From an optimization exercise on the open Yosys and OpenROAD flow, aimed at small area and a short achievable clock period; shortcuts taken in it are not production practice.
In this exercise RTL edits were held to simulation tests only and were not proved equivalent to the original.

Setup of north:
==> flow/design.v (excerpt) <==
module fir_filter (
    input wire clk,
    input wire rst,
    input wire valid_in,
    input wire load,
    input wire [63:0] coeff_in,
    input wire [15:0] signal_in,
    output reg valid_out,
    output reg [31:0] signal_out
);
For scale: ~2,900 cells after synthesis, about 35,000 sq um of cells after synthesis.
export LEC_CHECK = 0
export CAP_MARGIN = 20
export CORE_MARGIN = 2
export CORE_UTILIZATION = 40
export CTS_CLUSTER_DIAMETER = 80
export CTS_CLUSTER_SIZE = 30
export SLEW_MARGIN = 20
export SYNTH_HIERARCHICAL = 1
create_clock -name core_clock -period 6.5 [get_ports {clk}]
standard.sh (not shown) runs the stock make flow with config.mk's settings and CLKGATE_MAP_FILE= SYNTH_SCRIPT=/design/flow/synth_recipe.tcl, a recipe that flattens the netlist after the stock synthesis.
==> flow/flow/run.sh <==
#!/bin/bash
# Own layout flow: the standard layout (standard.sh), with smaller port
# buffers and stronger drivers on the registers that feed the partial products.
set -euo pipefail
here=$(pwd)
export FIX_FANOUT=6
export FIX_MARGIN=2.3
bash standard.sh finish \
  "BUFFER_PORTS_ARGS=-buffer_cell sky130_fd_sc_hd__buf_2" \
  "POST_RESIZE_TCL=$here/flow/post_resize.tcl" \
  "SETUP_SLACK_MARGIN=2.3" "SETUP_MOVE_SEQUENCE=sizeup,swap" \
  > "$here/standard.log" 2>&1
==> flow/flow/post_resize.tcl <==
# Give the registers that drive the partial products (16 or more loads each)
# a stronger output: a larger flip-flop where the library has one, else a buffer.
set nfix 0
foreach inst [get_cells *] {
  set ref [get_property $inst ref_name]
  if {![string match "sky130_fd_sc_hd__*df*" $ref]} { continue }
  set q [get_pins -quiet [get_full_name $inst]/Q]
  if {[llength $q] == 0} { continue }
  set net [get_nets -of_objects $q]
  set loads [get_pins -of_objects $net -filter "direction==input"]
  if {[llength $loads] < $::env(FIX_FANOUT)} { continue }
  if {$ref eq "sky130_fd_sc_hd__dfrtp_1"} {
    replace_cell $inst sky130_fd_sc_hd__dfrtp_4
  } elseif {$ref eq "sky130_fd_sc_hd__dfxtp_1"} {
    replace_cell $inst sky130_fd_sc_hd__dfxtp_4
  } else {
    insert_buffer -buffer_cell sky130_fd_sc_hd__buf_4 -net [get_full_name $net]
  }
  incr nfix
}
puts "post_resize: strengthened $nfix register outputs"
if {[info exists ::env(FIX_MARGIN)]} {
  estimate_parasitics -placement
  repair_timing -setup -setup_margin $::env(FIX_MARGIN) -sequence "sizeup,swap" -skip_buffering -match_cell_footprint -verbose
}
The inputs of south differ from those of north as listed below.
Settings: removing CTS_CLUSTER_SIZE (formerly 30); changing CORE_UTILIZATION from 40 to 55; setting PLACE_DENSITY to 0.72 for the first time; removing CTS_CLUSTER_DIAMETER (formerly 80).
-- flow/flow/run.sh --
<<< north, line 9
  "BUFFER_PORTS_ARGS=-buffer_cell sky130_fd_sc_hd__buf_2" \
  "POST_RESIZE_TCL=$here/flow/post_resize.tcl" \
  "SETUP_SLACK_MARGIN=2.3" "SETUP_MOVE_SEQUENCE=sizeup,swap" \
  > "$here/standard.log" 2>&1
>>> south, line 9
  "BUFFER_PORTS_ARGS=-buffer_cell sky130_fd_sc_hd__buf_2" \
  "POST_RESIZE_TCL=$here/flow/post_resize.tcl" \
  > "$here/standard.log" 2>&1
Notes after the runs:
Most used routing layer in global routing: met2 -> south, met1 -> north. In south the number of clock buffers in the layout turned out about 45% higher than in north. south against north: final period utilization went up 2.4 points; critical path depth decreased 3; average vias per placed instance climbed 12%. Global router's overall resource usage sits higher in south than in north.
#### Input delta (east over south)
Settings: CORE_UTILIZATION: 55 -> 40; PLACE_DENSITY: 0.72 -> unset.
-- flow/flow/run.sh --
<<< south, line 5
here=$(pwd)
export FIX_FANOUT=6
export FIX_MARGIN=2.3
bash standard.sh finish \
  "BUFFER_PORTS_ARGS=-buffer_cell sky130_fd_sc_hd__buf_2" \
>>> east, line 5
here=$(pwd)
export FIX_FANOUT=6
export FIX_MARGIN=2.0
bash standard.sh finish \
  "BUFFER_PORTS_ARGS=-buffer_cell sky130_fd_sc_hd__buf_2" \
## What came out
- Relative to south, sequential cell area share decreased by 0.22 points in east.
- south ended up with fewer cell instances than east did.
- The routed wire length per instance reported for east is smaller than that of south by about 12%.
- In the metrics for east and south, the one carrying the higher largest clock skew in the final design is south.
- NOTE met2 wire length south->east decreased by a little under 10%
- Per the comparison of east with south, clock period minus final worst setup slack higher; maximum frequency fell 3.3%.
Setup changes, east to west
-- flow/flow/run.sh --
<<< east, line 5
here=$(pwd)
export FIX_FANOUT=6
export FIX_MARGIN=2.0
bash standard.sh finish \
  "BUFFER_PORTS_ARGS=-buffer_cell sky130_fd_sc_hd__buf_2" \
>>> west, line 5
here=$(pwd)
export FIX_FANOUT=6
bash standard.sh finish \
  "BUFFER_PORTS_ARGS=-buffer_cell sky130_fd_sc_hd__buf_2" \
-- flow/flow/post_resize.tcl --
<<< east, line 20
}
puts "post_resize: strengthened $nfix register outputs"
if {[info exists ::env(FIX_MARGIN)]} {
  estimate_parasitics -placement
  repair_timing -setup -setup_margin $::env(FIX_MARGIN) -sequence "sizeup,swap" -skip_buffering -match_cell_footprint -verbose
}
>>> west, line 20
}
puts "post_resize: strengthened $nfix register outputs"
==> results.txt <==
- In summary, west completed successfully, with a layout that passed the timing, design-rule and antenna checks.
- Average size of a mapped cell: west vs east, no meaningful difference
- Sequential share of layout area: east vs west identical
- Summary of west over east: highest achievable clock rate roughly the same, synthesized area ~0 delta.
- Re ratio of final minimum period to clock period: no difference whatsoever between west and east.
- Placeable core region came out exactly the same in east and west.
- Comparing east against west, there is no change at all in area growth from synthesis to final layout.

========
fir_filter again, from the RTL that the note above started with.
Settings: LEC_CHECK=0, CAP_MARGIN=20, CORE_MARGIN=2, CORE_UTILIZATION=40, SLEW_MARGIN=20, SYNTH_HIERARCHICAL=1; clock period 6.5 ns.
==> flow/flow/run.sh <==
#!/bin/bash
# Own layout flow: the standard layout (standard.sh), with smaller port
# buffers and stronger drivers on the registers that feed the partial products.
set -euo pipefail
here=$(pwd)
export FIX_FANOUT=6
export FIX_MARGIN=2.3
bash standard.sh finish \
  "BUFFER_PORTS_ARGS=-buffer_cell sky130_fd_sc_hd__buf_2" \
  "POST_RESIZE_TCL=$here/flow/post_resize.tcl" \
  "SETUP_SLACK_MARGIN=2.3" "SETUP_MOVE_SEQUENCE=sizeup,swap" \
  > "$here/standard.log" 2>&1
==> flow/flow/post_resize.tcl <==
# Give the registers that drive the partial products (16 or more loads each)
# a stronger output: a larger flip-flop where the library has one, else a buffer.
set nfix 0
foreach inst [get_cells *] {
  set ref [get_property $inst ref_name]
  if {![string match "sky130_fd_sc_hd__*df*" $ref]} { continue }
  set q [get_pins -quiet [get_full_name $inst]/Q]
  if {[llength $q] == 0} { continue }
  set net [get_nets -of_objects $q]
  set loads [get_pins -of_objects $net -filter "direction==input"]
  if {[llength $loads] < $::env(FIX_FANOUT)} { continue }
  if {$ref eq "sky130_fd_sc_hd__dfrtp_1"} {
    replace_cell $inst sky130_fd_sc_hd__dfrtp_4
  } elseif {$ref eq "sky130_fd_sc_hd__dfxtp_1"} {
    replace_cell $inst sky130_fd_sc_hd__dfxtp_4
  } else {
    insert_buffer -buffer_cell sky130_fd_sc_hd__buf_4 -net [get_full_name $net]
  }
  incr nfix
}
puts "post_resize: strengthened $nfix register outputs"
if {[info exists ::env(FIX_MARGIN)]} {
  estimate_parasitics -placement
  repair_timing -setup -setup_margin $::env(FIX_MARGIN) -sequence "sizeup,swap" -skip_buffering -match_cell_footprint -verbose
}
The first run completed without violations.
Rerun with:
--- a/flow/flow/run.sh
+++ b/flow/flow/run.sh
@@ -11 +11 @@
-  "SETUP_SLACK_MARGIN=2.3" "SETUP_MOVE_SEQUENCE=sizeup,swap" \
+  "SETUP_SLACK_MARGIN=2.6" "SETUP_MOVE_SEQUENCE=sizeup,swap" \
Global-route usage went up by 0.31 points; synthesized cell count stays the same; via count went down by about 0.7%; setup slack gets worse by 0.030 ns; first-iteration DRC count went up by 1.1%; count of clock-buffer cells in the layout is unchanged; clock skew went up by 0.022 ns.
Rerun with:
--- a/flow/flow/run.sh
+++ b/flow/flow/run.sh
@@ -11 +10,0 @@
-  "SETUP_SLACK_MARGIN=2.6" "SETUP_MOVE_SEQUENCE=sizeup,swap" \
What happened: Routed wire length falls by 0.58%. Setup slack got worse by 0.066 ns. Cell count is about the same. Flip-flop and latch count does not change. Maximum frequency decreases by 1.5%. Synthesized area does not change. First-iteration DRC count goes down by 4.3%. Register-to-register slack got worse by 0.07 ns. Core utilization went down by 2.7 points. Clock-buffer cell count is unchanged.
Rerun with:
==> flow/run.sh (new file) <==
#!/bin/bash
# synth_recipe.tcl (not shown) runs the flow's synth.tcl, then flattens the netlist and writes it again
# the make line also repeats each setting of config.mk as NAME=value (left out here)
make -C /OpenROAD-flow-scripts/flow DESIGN_CONFIG=/design/flow/config.mk WORK_HOME=/design/flow/orfs CLKGATE_MAP_FILE= SYNTH_SCRIPT=/design/flow/synth_recipe.tcl finish
Settings changed: SETUP_SLACK_MARGIN set to 2.5.
removed: flow/flow/run.sh
removed: flow/flow/post_resize.tcl
removed: flow/standard.sh
Final area went up by 15%.
First-iteration DRC count went up by 35%.
Setup slack is better by 0.046 ns.
Sequential share of layout area went down by 2.8 points.
Clock-buffer cell count went up by 1.
Non-clock buffer count went up by 310.
Die area is unchanged.
Critical path depth went up by 1.

========
job 101:
Another version of the RTL of fir_filter (not shown whole).
For scale: roughly 2600 cells after synthesis, about 350 flip-flops.
// fir_filter
module fir_filter (
    input wire clk,
    input wire rst,
    input wire valid_in,
    input wire load,
    input wire [63:0] coeff_in,
    input wire [15:0] signal_in,
    output reg valid_out,
    output reg [31:0] signal_out
);
clock: 6.5 ns
lec_check: 0
cap_margin: 20
core_margin: 2
core_utilization: 40
slew_margin: 20
synth_hierarchical: 1
==> flow/flow/run.sh <==
#!/bin/bash
# Own layout flow: the standard layout (standard.sh), with three changes:
# - the ports get sky130_fd_sc_hd__buf_2 buffers (the standard flow picks a
#   slow delay cell for them);
# - after placement resizing (post_resize.tcl), the registers that drive the
#   partial products get a larger flip-flop or a buffer, and cells on paths
#   with less than FIX_MARGIN ns of slack are sized up;
# - the timing repairs after clock-tree synthesis and global routing only
#   size cells and swap pins, aiming at 2.3 ns of slack.
# make's output goes to standard.log; each tool's log is under orfs/logs.
set -euo pipefail
here=$(pwd)
export FIX_FANOUT=6
export FIX_MARGIN=2.3
bash standard.sh finish \
  "BUFFER_PORTS_ARGS=-buffer_cell sky130_fd_sc_hd__buf_2" \
  "POST_RESIZE_TCL=$here/flow/post_resize.tcl" \
  "SETUP_SLACK_MARGIN=2.3" "SETUP_MOVE_SEQUENCE=sizeup,swap" \
  > "$here/standard.log" 2>&1
==> flow/flow/post_resize.tcl <==
# Give the registers that drive many loads (FIX_FANOUT or more: those that feed
# the partial products)
# a stronger output: a larger flip-flop where the library has one, else a buffer.
set nfix 0
foreach inst [get_cells *] {
  set ref [get_property $inst ref_name]
  if {![string match "sky130_fd_sc_hd__*df*" $ref]} { continue }
  set q [get_pins -quiet [get_full_name $inst]/Q]
  if {[llength $q] == 0} { continue }
  set net [get_nets -of_objects $q]
  set loads [get_pins -of_objects $net -filter "direction==input"]
  if {[llength $loads] < $::env(FIX_FANOUT)} { continue }
  if {$ref eq "sky130_fd_sc_hd__dfrtp_1"} {
    replace_cell $inst sky130_fd_sc_hd__dfrtp_4
  } elseif {$ref eq "sky130_fd_sc_hd__dfxtp_1"} {
    replace_cell $inst sky130_fd_sc_hd__dfxtp_4
  } else {
    insert_buffer -buffer_cell sky130_fd_sc_hd__buf_4 -net [get_full_name $net]
  }
  incr nfix
}
puts "post_resize: strengthened $nfix register outputs"
if {[info exists ::env(FIX_MARGIN)]} {
  estimate_parasitics -placement
  repair_timing -setup -setup_margin $::env(FIX_MARGIN) -sequence "sizeup,swap" -skip_buffering -match_cell_footprint -verbose
}
Job 101: done, clean on timing, DRC and antenna
The inputs of job 102 differ from those of job 101 as listed below.
==> flow/flow/run.sh <==
#!/bin/bash
# Own layout flow: the standard layout (standard.sh), with smaller port
# buffers and stronger drivers on the registers that feed the partial products.
set -euo pipefail
here=$(pwd)
export FIX_FANOUT=6
export FIX_MARGIN=2.3
bash standard.sh finish \
  "BUFFER_PORTS_ARGS=-buffer_cell sky130_fd_sc_hd__buf_2" \
  "POST_RESIZE_TCL=$here/flow/post_resize.tcl" \
  "SETUP_SLACK_MARGIN=2.3" "SETUP_MOVE_SEQUENCE=sizeup,swap" \
  > "$here/standard.log" 2>&1
--- a/flow/flow/post_resize.tcl
+++ b/flow/flow/post_resize.tcl
@@ -1,2 +1 @@
-# Give the registers that drive many loads (FIX_FANOUT or more: those that feed
-# the partial products)
+# Give the registers that drive the partial products (16 or more loads each)
Notes after the runs:
- Compared job 101 against job 102; count of endpoints failing setup in the final report within noise.
- Status: minimum setup slack among reg-to-reg paths parity (job 101, job 102)
- Job 102 and job 101 ended up with roughly the same final antenna-violating net count.
- The fraction of area in multi-input gates on job 101 is in line with that on job 102.
- Re number of instances in the synthesized netlist: no difference whatsoever between job 102 and job 101.

==> port drivers added, routing unchanged <==
Ports are ideal in the flow. The routed layouts listed here were re-timed in OpenROAD. Step 1: set_driving_cell puts a clkbuf_16 on clk and a buf_2 on each other input, an assumption about the parent block. Step 2 adds t to the input delays and takes it off the output delays; t is the mean of the earliest and latest rising clock arrival at the registers after step 1. Input paths then give back, and output paths get back, about the clock's delay inside the block. Slacks: no drivers / after step 1 / after step 2; pairs: no drivers / after step 1.
| run | t, ns | setup WS [ns] | worst setup path at the end | pins driven straight from the clock port |
|---|---|---|---|---|
| north | 0.686 | 2.300 / 2.300 / 2.300 | register to register | 1 |
| south | 0.636 | 2.142 / 2.142 / 2.142 | register to register | 1 |
| east | 0.643 | 1.991 / 1.991 / 1.991 | register to register | 1 |
| west | 0.643 | 1.991 / 1.991 / 1.991 | register to register | 1 |
| the first run of note 2 | 0.635 | 2.323 / 2.323 / 2.323 | register to register | 1 |
| the second run of note 2 | 0.657 | 2.293 / 2.293 / 2.293 | register to register | 1 |
| the third run of note 2 | 0.635 | 2.227 / 2.227 / 2.227 | register to register | 1 |
| the fourth run of note 2 | 0.659 | 2.273 / 2.273 / 2.273 | register to register | 1 |
| job 101 | 0.655 | 2.288 / 2.288 / 2.288 | register to register | 1 |
| job 102 | 0.655 | 2.288 / 2.288 / 2.288 | register to register | 1 |
After both steps every run listed still meets setup and hold.
